This design comes from an exercise in tuning for small area on the open sky130 flow, not from production work.
Function was checked by simulation only, so behaviour that the tests miss may differ from the original.
Power and IR drop assume default switching activity.

## flow/design.v (module list and top-level ports; edited modules follow where they fit)
// module Processing_Element_R0: 132 lines
// module Processing_Element_R1: 150 lines
// module Processing_Element_R2: 151 lines
// module Processing_Element_R3: 153 lines
// module Processing_Element_R4: 154 lines
// module Processing_Element_R5: 154 lines
// module FA: 4 lines
// module HA: 4 lines
// module Gate_AND2: 3 lines
// module Gate_NAND2: 3 lines
// module Gate_INV: 3 lines
// module Gate_XOR2: 3 lines
// module Gate_XOR3: 3 lines
// module Hold_Mux: 3 lines
// module Normalization: 25 lines
// module Shift_Decode: 10 lines
// module Systolic_MMU_Top: 998 lines
module Systolic_MMU_Top (
    input  wire        CLK,
    input  wire        ASYNC_RST,
    input  wire        SYNC_RST,
    input  wire        EN,
    input  wire        LOAD,
    input  wire [47:0] Inputs,
    input  wire [7:0]  ShiftAmmount,
    input  wire [7:0]  Z,
    output wire [47:0] Out
);
  // ...
==> flow/run.sh <==
#!/bin/bash
# synth_recipe.tcl (not shown) runs the flow's synth.tcl, then flattens the netlist and writes it again
# the make line also repeats each setting of config.mk as NAME=value (left out here)
make -C /OpenROAD-flow-scripts/flow DESIGN_CONFIG=/design/flow/config.mk WORK_HOME=/design/flow/orfs CLKGATE_MAP_FILE= SYNTH_SCRIPT=/design/flow/synth_recipe.tcl finish
==> flow/config.mk <==
export PLATFORM = sky130hd
export DESIGN_NAME = Systolic_MMU_Top
export DESIGN_NICKNAME = Systolic_MMU_Top
export VERILOG_FILES = /design/flow/design.v
export SDC_FILE = /design/flow/constraint.sdc
export NUM_CORES = 4
export LEC_CHECK = 0
export CAP_MARGIN = 20
export CORE_MARGIN = 2
export CORE_UTILIZATION = 40
export SLEW_MARGIN = 20
export SYNTH_HIERARCHICAL = 1
==> flow/constraint.sdc <==
create_clock -name core_clock -period 12.0 [get_ports {CLK}]
set_input_delay 2.4000 -clock core_clock [delete_from_list [all_inputs] [get_ports {CLK}]]
set_output_delay 2.4000 -clock core_clock [all_outputs]
set_load 0.01 [all_outputs]
==> results_dict.tcl, run 1 <==
set metrics [dict create \
    crit_fanout 24 \
    yosysUniqueCellTypes 84 \
    p_comb_mw 4.47 \
    totalWireLength_um 343000 \
    non_clock_inverter_count 180 \
    synthTopCellsByArea "fa_1 32%, dfrtp_1 31%, a22o_1 11%" \
    status "no timing/DRC/antenna violations" \
    placed_area_um2 146000 \
    n_antenna_cell 1 \
    synth_compound_area_share_pct 14.8 \
    final_common_cell "fa_1" \
    synth_edf_count 0 \
    port_buffers 116 \
    routabilityCongestion 0.851 \
    fillers 31100 \
    reg2reg_depth 20 \
    place_ws_ps 208 \
    path_class "input port to output port" \
    grt_busiest_layer "met2" \
    comb.multi_input.count 8573 \
    mostFrequentLayoutCells "2202 x fa_1, 1818 x and2_1, 1698 x a22o_1, 1698 x dfrtp_1, 662 x nand2_1" \
    synth_most_common_cell "fa_1" \
    leakagePower_nw 72.2 \
    worstHoldEndpoint "sk_2_2[6]" \
    buffer_area_share_pct 2.21 \
    seq_power_mw 6.30 \
    power.switching_mw 5.16 \
    grt_util_met1_pct 28.1 \
    comb_power_share_pct 26.4 \
    worst_slew_pin_slew_ps 1060 \
    num_rows 215 \
    hold_depth 1 \
    hp-start "sk_2_1[6]" \
    power_leader "registers" \
    seq_power_share_pct 37.2 \
    seqCellArea_um2 42500 \
    cts_tree "yes" \
    whs_ps 464 \
    cts_buffer_depth 4 \
]
==> module Normalization, before the edit <==
module Normalization (
    input  wire [17:0] In,       
    input  wire [5:0]  K,        
    input  wire [7:0]  Z,
    output wire [7:0]  Out
);
    wire [55:0] v = {{19{In[17]}}, In, 19'd0};
    wire [18:0] t = v >> K;
    wire z10 = ~|t[17:8];
    wire o10 = &t[17:8];
    wire t18 = t[18];
    wire t7  = t[7];
    wire [7:0] lo = {1'b0, t[6:0]} + {1'b0, Z[6:0]};
    wire c7  = lo[7];
    wire u7  = t7 ^ Z[7] ^ c7;
    wire d_zero = (Z[7] == c7);
    wire d_plus = c7 & ~Z[7];
    wire d_minus = Z[7] & ~c7;
    wire in_range = (d_zero  & ((z10 & ~t18 & ~t7) | (o10 & t18 & t7))) |
                    (d_plus  & o10 & t18) |
                    (d_minus & z10 & ~t18);
    wire wrap = (d_plus & ~t18 & o10 & t7) | (d_minus & t18 & z10 & ~t7);
    wire neg = t18 ^ wrap;
    assign Out = in_range ? {u7, lo[6:0]} : (neg ? 8'h80 : 8'h7f);
endmodule
==> module Shift_Decode, before the edit <==
module Shift_Decode (
    input  wire [7:0] ShiftAmmount,
    output wire [5:0] K
);
    wire       left = ~ShiftAmmount[7] & (|ShiftAmmount[6:0]);
    wire [7:0] n    = -ShiftAmmount;                      
    wire [5:0] kl   = (ShiftAmmount[6:0] >= 7'd19) ? 6'd0 : 6'd19 - {1'b0, ShiftAmmount[4:0]};
    wire [5:0] kr   = (n >= 8'd18) ? 6'd37 : 6'd19 + {1'b0, n[4:0]};
    assign K = left ? kl : kr;
endmodule
==> run 2, diff against run 1 <==
--- a/flow/design.v
+++ b/flow/design.v
@@ -914,49 +914,67 @@
 endmodule
 module Gate_XOR3 (input wire a, input wire b, input wire c, output wire y);
     assign y = a ^ b ^ c;
 endmodule
 module Hold_Mux (input wire q, input wire d, input wire h, input wire l, output wire y);
     assign y = (q & h) | (d & l);
 endmodule
 module Normalization (
-    input  wire [17:0] In,       
-    input  wire [5:0]  K,        
+    input  wire [17:0] In,        
+    input  wire [4:0]  J,         
+    input  wire        T_zero,    
+    input  wire [17:0] M,         
+    input  wire        M_full,    
+    input  wire [17:0] H,         
     input  wire [7:0]  Z,
     output wire [7:0]  Out
 );
-    wire [55:0] v = {{19{In[17]}}, In, 19'd0};
-    wire [18:0] t = v >> K;
-    wire z10 = ~|t[17:8];
-    wire o10 = &t[17:8];
-    wire t18 = t[18];
-    wire t7  = t[7];
-    wire [7:0] lo = {1'b0, t[6:0]} + {1'b0, Z[6:0]};
+    wire [32:0] u   = {{8{In[17]}}, In, 7'd0};
+    wire [32:0] us  = u >> J;
+    wire [7:0]  tl  = T_zero ? 8'd0 : us[7:0];
+    wire z10 = ~|(In & M);
+    wire o10 = M_full & (&(In | ~M));
+    wire t18 = |(In & H);
+    wire t7  = tl[7];
+    wire [7:0] lo = {1'b0, tl[6:0]} + {1'b0, Z[6:0]};
     wire c7  = lo[7];
     wire u7  = t7 ^ Z[7] ^ c7;
-    wire d_zero = (Z[7] == c7);
-    wire d_plus = c7 & ~Z[7];
+    wire d_zero  = (Z[7] == c7);
+    wire d_plus  = c7 & ~Z[7];
     wire d_minus = Z[7] & ~c7;
     wire in_range = (d_zero  & ((z10 & ~t18 & ~t7) | (o10 & t18 & t7))) |
                     (d_plus  & o10 & t18) |
                     (d_minus & z10 & ~t18);
     wire wrap = (d_plus & ~t18 & o10 & t7) | (d_minus & t18 & z10 & ~t7);
     wire neg = t18 ^ wrap;
     assign Out = in_range ? {u7, lo[6:0]} : (neg ? 8'h80 : 8'h7f);
 endmodule
 module Shift_Decode (
-    input  wire [7:0] ShiftAmmount,
-    output wire [5:0] K
+    input  wire [7:0]  ShiftAmmount,
+    output wire [4:0]  J,
+    output wire        T_zero,
+    output wire [17:0] M,
+    output wire        M_full,
+    output wire [17:0] H
 );
-    wire       left = ~ShiftAmmount[7] & (|ShiftAmmount[6:0]);
-    wire [7:0] n    = -ShiftAmmount;                      
-    wire [5:0] kl   = (ShiftAmmount[6:0] >= 7'd19) ? 6'd0 : 6'd19 - {1'b0, ShiftAmmount[4:0]};
-    wire [5:0] kr   = (n >= 8'd18) ? 6'd37 : 6'd19 + {1'b0, n[4:0]};
-    assign K = left ? kl : kr;
+    wire signed [7:0] s = ShiftAmmount;
+    wire [7:0] j7 = 8'd7 - ShiftAmmount;
+    assign T_zero = (s >= 8'sd8);
+    assign J      = (s <= -8'sd18) ? 5'd25 : j7[4:0];
+    assign M_full = (s <= 8'sd8);
+    genvar m;
+    generate
+        for (m = 0; m < 17; m = m + 1) begin : g_mask
+            assign M[m] = (s <= 17 - m) && (s >= 8 - m);
+            assign H[m] = (s == 18 - m);
+        end
+    endgenerate
+    assign M[17] = (s <= 8'sd0);
+    assign H[17] = (s <= 8'sd1);
 endmodule
 module Systolic_MMU_Top (
     input  wire        CLK,
     input  wire        ASYNC_RST,
     input  wire        SYNC_RST,
     input  wire        EN,
     input  wire        LOAD,
     input  wire [47:0] Inputs,
@@ -965,18 +983,20 @@
     output wire [47:0] Out
 );
     wire hold_s = ~EN;                               
     wire load_s = EN & ~SYNC_RST;
     wire hold_w = ~(EN & (SYNC_RST | LOAD));         
     wire load_w = EN & ~SYNC_RST & LOAD;
     wire hold_c = ~(EN & (SYNC_RST | ~LOAD));        
     wire load_c = EN & ~SYNC_RST & ~LOAD;
-    wire [5:0] shift_k;
-    Shift_Decode shift_decode (.ShiftAmmount(ShiftAmmount), .K(shift_k));
+    wire [4:0]  nj;
+    wire        nt_zero, nm_full;
+    wire [17:0] nm, nh;
+    Shift_Decode shift_decode (.ShiftAmmount(ShiftAmmount), .J(nj), .T_zero(nt_zero), .M(nm), .M_full(nm_full), .H(nh));
     reg  [7:0] sk_0_0;
     wire [7:0] sk_0_0_d;
     Hold_Mux sk_0_0_m [7:0] (.q(sk_0_0), .d(Inputs[7:0]), .h(hold_s), .l(load_s), .y(sk_0_0_d));
     always @(posedge CLK or negedge ASYNC_RST)
         if (~ASYNC_RST) sk_0_0 <= 8'd0;
         else sk_0_0 <= sk_0_0_d;
     reg  [7:0] sk_1_0;
     wire [7:0] sk_1_0_d;
@@ -1849,17 +1869,17 @@
         if (~ASYNC_RST) d_0_4 <= 18'd0;
         else d_0_4 <= d_0_4_d;
     reg  [17:0] d_0_5;
     wire [17:0] d_0_5_d;
     Hold_Mux d_0_5_m [17:0] (.q(d_0_5), .d(d_0_4), .h(hold_s), .l(load_s), .y(d_0_5_d));
     always @(posedge CLK or negedge ASYNC_RST)
         if (~ASYNC_RST) d_0_5 <= 18'd0;
         else d_0_5 <= d_0_5_d;
-    Normalization norm_0 (.In(d_0_5), .K(shift_k), .Z(Z), .Out(Out[7:0]));
+    Normalization norm_0 (.In(d_0_5), .J(nj), .T_zero(nt_zero), .M(nm), .M_full(nm_full), .H(nh), .Z(Z), .Out(Out[7:0]));
     reg  [17:0] d_1_0;
     wire [17:0] d_1_0_d;
     Hold_Mux d_1_0_m [17:0] (.q(d_1_0), .d(p_5_1), .h(hold_s), .l(load_s), .y(d_1_0_d));
     always @(posedge CLK or negedge ASYNC_RST)
         if (~ASYNC_RST) d_1_0 <= 18'd0;
         else d_1_0 <= d_1_0_d;
     reg  [17:0] d_1_1;
     wire [17:0] d_1_1_d;
@@ -1880,17 +1900,17 @@
         if (~ASYNC_RST) d_1_3 <= 18'd0;
         else d_1_3 <= d_1_3_d;
     reg  [17:0] d_1_4;
     wire [17:0] d_1_4_d;
     Hold_Mux d_1_4_m [17:0] (.q(d_1_4), .d(d_1_3), .h(hold_s), .l(load_s), .y(d_1_4_d));
     always @(posedge CLK or negedge ASYNC_RST)
         if (~ASYNC_RST) d_1_4 <= 18'd0;
         else d_1_4 <= d_1_4_d;
-    Normalization norm_1 (.In(d_1_4), .K(shift_k), .Z(Z), .Out(Out[15:8]));
+    Normalization norm_1 (.In(d_1_4), .J(nj), .T_zero(nt_zero), .M(nm), .M_full(nm_full), .H(nh), .Z(Z), .Out(Out[15:8]));
     reg  [17:0] d_2_0;
     wire [17:0] d_2_0_d;
     Hold_Mux d_2_0_m [17:0] (.q(d_2_0), .d(p_5_2), .h(hold_s), .l(load_s), .y(d_2_0_d));
     always @(posedge CLK or negedge ASYNC_RST)
         if (~ASYNC_RST) d_2_0 <= 18'd0;
         else d_2_0 <= d_2_0_d;
     reg  [17:0] d_2_1;
     wire [17:0] d_2_1_d;
@@ -1905,17 +1925,17 @@
         if (~ASYNC_RST) d_2_2 <= 18'd0;
         else d_2_2 <= d_2_2_d;
     reg  [17:0] d_2_3;
     wire [17:0] d_2_3_d;
     Hold_Mux d_2_3_m [17:0] (.q(d_2_3), .d(d_2_2), .h(hold_s), .l(load_s), .y(d_2_3_d));
     always @(posedge CLK or negedge ASYNC_RST)
         if (~ASYNC_RST) d_2_3 <= 18'd0;
         else d_2_3 <= d_2_3_d;
-    Normalization norm_2 (.In(d_2_3), .K(shift_k), .Z(Z), .Out(Out[23:16]));
+    Normalization norm_2 (.In(d_2_3), .J(nj), .T_zero(nt_zero), .M(nm), .M_full(nm_full), .H(nh), .Z(Z), .Out(Out[23:16]));
     reg  [17:0] d_3_0;
     wire [17:0] d_3_0_d;
     Hold_Mux d_3_0_m [17:0] (.q(d_3_0), .d(p_5_3), .h(hold_s), .l(load_s), .y(d_3_0_d));
     always @(posedge CLK or negedge ASYNC_RST)
         if (~ASYNC_RST) d_3_0 <= 18'd0;
         else d_3_0 <= d_3_0_d;
     reg  [17:0] d_3_1;
     wire [17:0] d_3_1_d;
@@ -1924,30 +1944,30 @@
         if (~ASYNC_RST) d_3_1 <= 18'd0;
         else d_3_1 <= d_3_1_d;
     reg  [17:0] d_3_2;
     wire [17:0] d_3_2_d;
     Hold_Mux d_3_2_m [17:0] (.q(d_3_2), .d(d_3_1), .h(hold_s), .l(load_s), .y(d_3_2_d));
     always @(posedge CLK or negedge ASYNC_RST)
         if (~ASYNC_RST) d_3_2 <= 18'd0;
         else d_3_2 <= d_3_2_d;
-    Normalization norm_3 (.In(d_3_2), .K(shift_k), .Z(Z), .Out(Out[31:24]));
+    Normalization norm_3 (.In(d_3_2), .J(nj), .T_zero(nt_zero), .M(nm), .M_full(nm_full), .H(nh), .Z(Z), .Out(Out[31:24]));
     reg  [17:0] d_4_0;
     wire [17:0] d_4_0_d;
     Hold_Mux d_4_0_m [17:0] (.q(d_4_0), .d(p_5_4), .h(hold_s), .l(load_s), .y(d_4_0_d));
     always @(posedge CLK or negedge ASYNC_RST)
         if (~ASYNC_RST) d_4_0 <= 18'd0;
         else d_4_0 <= d_4_0_d;
     reg  [17:0] d_4_1;
     wire [17:0] d_4_1_d;
     Hold_Mux d_4_1_m [17:0] (.q(d_4_1), .d(d_4_0), .h(hold_s), .l(load_s), .y(d_4_1_d));
     always @(posedge CLK or negedge ASYNC_RST)
         if (~ASYNC_RST) d_4_1 <= 18'd0;
         else d_4_1 <= d_4_1_d;
-    Normalization norm_4 (.In(d_4_1), .K(shift_k), .Z(Z), .Out(Out[39:32]));
+    Normalization norm_4 (.In(d_4_1), .J(nj), .T_zero(nt_zero), .M(nm), .M_full(nm_full), .H(nh), .Z(Z), .Out(Out[39:32]));
     reg  [17:0] d_5_0;
     wire [17:0] d_5_0_d;
     Hold_Mux d_5_0_m [17:0] (.q(d_5_0), .d(p_5_5), .h(hold_s), .l(load_s), .y(d_5_0_d));
     always @(posedge CLK or negedge ASYNC_RST)
         if (~ASYNC_RST) d_5_0 <= 18'd0;
         else d_5_0 <= d_5_0_d;
-    Normalization norm_5 (.In(d_5_0), .K(shift_k), .Z(Z), .Out(Out[47:40]));
+    Normalization norm_5 (.In(d_5_0), .J(nj), .T_zero(nt_zero), .M(nm), .M_full(nm_full), .H(nh), .Z(Z), .Out(Out[47:40]));
 endmodule
==> flow/config.mk (replaced) <==
export PLATFORM = sky130hd
export DESIGN_NAME = Systolic_MMU_Top
export DESIGN_NICKNAME = Systolic_MMU_Top
export VERILOG_FILES = /design/flow/design.v
export SDC_FILE = /design/flow/constraint.sdc
export NUM_CORES = 4
export LEC_CHECK = 0
export CAP_MARGIN = 20
export CORE_MARGIN = 2
export CORE_UTILIZATION = 55
export CTS_BUF_LIST = sky130_fd_sc_hd__clkbuf_4
export SLEW_MARGIN = 20
export SYNTH_HIERARCHICAL = 1
==> run 2 against run 1 <==
  * Setup slack improved by 12 ps
  * Routed wire length fell by 0.70%
  * Combinational power fell by 9.6%
  * Count of clock-buffer cells in the layout rose by 391
  * Fmax rose by 0.10%
  * Clock power fell by 18%
  * Design area fell by 4.6%
  * Critical path depth fell by 3
  * Via count fell by 1.5%
  * Flip-flop and latch count did not move
==> results_dict.tcl, run 2 <==
set metrics [dict create \
    yosysSeqAreaShare_pct 31.7 \
    endpoint_kind "output port" \
    p_per_area_nw_per_um2 106 \
    synth_seq_cells 1698 \
    stdcell_area_um2 146000 \
    grt_setup_unrepaired "false" \
    final_common_cell "fa_1" \
    dp_cells 13500 \
    chipHeight_um 498 \
    met3_usage_pct 3.88 \
    coreArea_um2 243000 \
    totalWireLength_um 340000 \
    finalHoldViolations 0 \
    fillers 19600 \
    port_buffers 116 \
    fp.dieW_um 498 \
    finalCritPeriodShare_pct 95.9 \
    avgRoutedWirePerCell_um 23.8 \
    synthTopCellsByArea "fa_1 33%, dfrtp_1 32%, a22o_1 11%" \
    placed_area_um2 140000 \
    ant_nets 0 \
    mostFrequentLayoutCells "2202 x fa_1, 1808 x and2_1, 1734 x a22o_1" \
    htreeDepth 5 \
    yosysUniqueCellTypes 71 \
    grt_use_total_pct 28.2 \
    relSlewSlack_pct 23.6 \
    first_pass_iters 6 \
    max_freq_mhz 86.9 \
    critPathRequiredTime_ps 9600 \
    clk_latency_ps 1450 \
    finClkSkew_ps 132 \
    num_rows 181 \
    grt_first_pass_wirelength_um 555000 \
    antenna_found_initial 3 \
    drc 0 \
    seqCellArea_um2 42500 \
    r2r_start "sk_5_5[1]" \
    worst_slew_pin_slew_ps 1140 \
    clk_transition_reported_paths_ps 60 \
    clockRootBuffer "clkbuf_4" \
    layoutNonFillerInstCount 14300 \
    routabilityCongestion 0.882 \
    irDropWorstVdd_mv 0.135 \
    reg2reg_depth 20 \
    hp-start "sk_5_2[1]" \
    syn_inst 10200 \
    nets 13700 \
    cts_buffer_depth 4 \
    synth_area_um2 134000 \
    avgViaCountPerCell 6.06 \
    multiInputGateArea_um2 90500 \
    slew_violations 0 \
    hold_buffers 0 \
    async_flop_share_pct 100 \
    tns_ps 0 \
    clock-sinks 1698 \
    crit_fanout 32 \
    hp-class "flip-flop to flip-flop" \
    num_vias 86700 \
    hold_depth 1 \
    setup_viol 0 \
    r2r-end "p_5_0[17]" \
    dp.final_hpwl_um 245000 \
    synthTopCellsByCount "2202 x fa_1, 1808 x and2_1, 1734 x a22o_1, 1698 x dfrtp_1, 640 x ha_1" \
    avgSynthCellArea_um2 13.1 \
    maxCapViolations 0 \
    dieArea_um2 248000 \
    cts_resized 0 \
    grt_busiest_layer "met2" \
    grt_pass1_vias 97000 \
    period_needed_ps 11510 \
    worstHoldEndpoint "sk_5_3[1]" \
    postCtsSetupRepairBufs 0 \
    synth_most_common_cell "fa_1" \
    yosysTopAreaCell "fa_1" \
    grt_util_met1_pct 40.1 \
    grt_use_met2_pct 45.6 \
    ys_warn_count 7 \
    start_kind "input port" \
    area_delta_synth_final_pct 8.68 \
    path_class "input port to output port" \
    grt_overflow 0 \
    arrival_ps 9110 \
    synth_edf_count 0 \
    io_pins 117 \
    drive_above_1_share_pct 8.58 \
    start_util_pct 55.2 \
    cts-buffers-inserted 469 \
    synth_nets 13100 \
    leakagePower_nw 71.0 \
    first_iter_violations 5441 \
    synth_flop_cell "dfrtp_1" \
    cts_tree "yes" \
    status "no timing/DRC/antenna violations" \
    grt_start_max_net_pins 202 \
    synth_top_area_share_pct 32.9 \
    rrSetupSlack_ps 3880 \
]
==> run 2: cells by family (layout without fill, tap and decap cells) <==
logic type	count (synthesis)	in the layout	share of synthesized area, %
AOI/OAI and AO/OA	2271	2271	14.1
xor gates and xnor gates	96	96	0.829
adders and majority gates	2842	2842	38.8
buffers and inverters	301	1196	0.905
DFF	1698	1698	31.7
muxes	162	162	1.69
other	0	12	0
and+or+nand+nor	2831	2831	11.9
==> run 2: how the worst max path moves through the flow <==
stage                    startpoint  endpoint  slack (ps)  cells after the start
floorplan                      LOAD  a_0_0[0]      -36850                      2
global placement    ShiftAmmount[4]   Out[40]         630                     24
detailed placement  ShiftAmmount[4]   Out[44]         580                     24
CTS                 ShiftAmmount[4]   Out[44]         540                     24
global route        ShiftAmmount[4]   Out[41]          20                     24
finish              ShiftAmmount[4]   Out[44]         490                     24
==> run 2: final cells by class <==
class / instances / share of cell area [%]
multi-input combinational: 8202 / 62.1
antenna: 12 / 0.0206
timing repair buffer: 222 / 1.60
sequential: 1698 / 29.2
inverter: 199 / 0.531
clock buffer: 658 / 3.39
tap: 3202 / 2.75
clock inverter: 117 / 0.436
==> run 2: where the power goes <==
| group | internal (mW) | switching (mW) | leakage (nW) |
|---|---|---|---|
| clock | 2.62 | 2.42 | 3.34 |
| combinational | 1.88 | 2.16 | 44.1 |
| sequential | 5.98 | 0.328 | 23.5 |
==> run 2: routing by layer <==
| layer | up-vias | share of wire (%) |
|---|---|---|
| met2 | 2125 | 48 |
| met1 | 46200 | 44 |
| met4 | 0 | 2.7 |
| li1 | 37900 | - |
| met3 | 605 | 4.4 |
| met5 | - | 0 |
==> run 2: per-stage QoR <==
| step | hold slack [ps] | setup slack (ps) | total power [mW] | util (%) |
|---|---|---|---|---|
| CTS | 432 | 535 | 15.7 | 60.0 |
| finish | 425 | 494 | 15.4 | 60.0 |
| global route | 416 | 21.8 | 16.4 | 60.0 |
| detailed placement | 478 | 580 | 10.5 | 57.7 |
| floorplan | 467 | -36850 | 9.03 | - |
| global placement | 476 | 632 | 10.4 | 57.7 |
==> run 2: critical path, cell delays in order <==
cell and delay [ps]:
clkdlybuf4s50_1 420, inv_1 110, ha_1 330, nand4b_1 160, a41o_1 320, nand2_4 490, buf_4 390, mux2_2 230
inv_1 40, mux4_2 460, nor2_1 100, nor3_1 70, a211oi_1 400, ha_1 340, a21oi_1 230, o21bai_1 110
a2111oi_0 440, nor2_1 210, ha_1 360, nor3b_1 250, o2111ai_2 160, mux2i_4 280, a21o_1 170, clkdlybuf4s50_1 540
==> run 2: per-module statistics from Yosys, one instance, submodules excluded, excerpt <==
module,cells inside,copies in the design
Systolic_MMU_Top,1705,1
Gate_AND2,1,1800
Gate_XOR3,1,18
Gate_INV,1,120
Gate_NAND2,1,504
HA,1,582
Shift_Decode,120,1
Normalization,237,6
FA,1,2196
Gate_XOR2,1,36
Hold_Mux,1,1698

-- re-timing with driven ports --
How much do the figures lean on ideal ports? The routed layouts below were timed once more, with nothing changed but the port constraints.
Step 1, drivers: a clkbuf_16 drives CLK and a buf_2 each remaining input, both assumed.
Step 2 adds t to the input delays and takes it off the output delays; t is the mean of the earliest and latest rising clock arrival at the registers after step 1. Input paths then give back, and output paths get back, about the clock's delay inside the block.
Slacks: ideal / step 1 / step 2; pairs: ideal / step 1.
run | shift t [ns] | setup WS [ns] | hold WS [ns] | worst setup path after step 2 | pins driven straight from the clock port
run 1 | 0.944 | 0.482 / 0.457 / 0.457 | 0.464 / 0.464 / 0.464 | input to output | 1
run 2 | 1.451 | 0.494 / 0.464 / 0.464 | 0.425 / 0.425 / 0.425 | input to output | 1
After both steps every run listed still meets setup and hold. The setup slack of run 2, which loses most, moves by -0.030 ns with the drivers and by -0.030 ns with both steps.
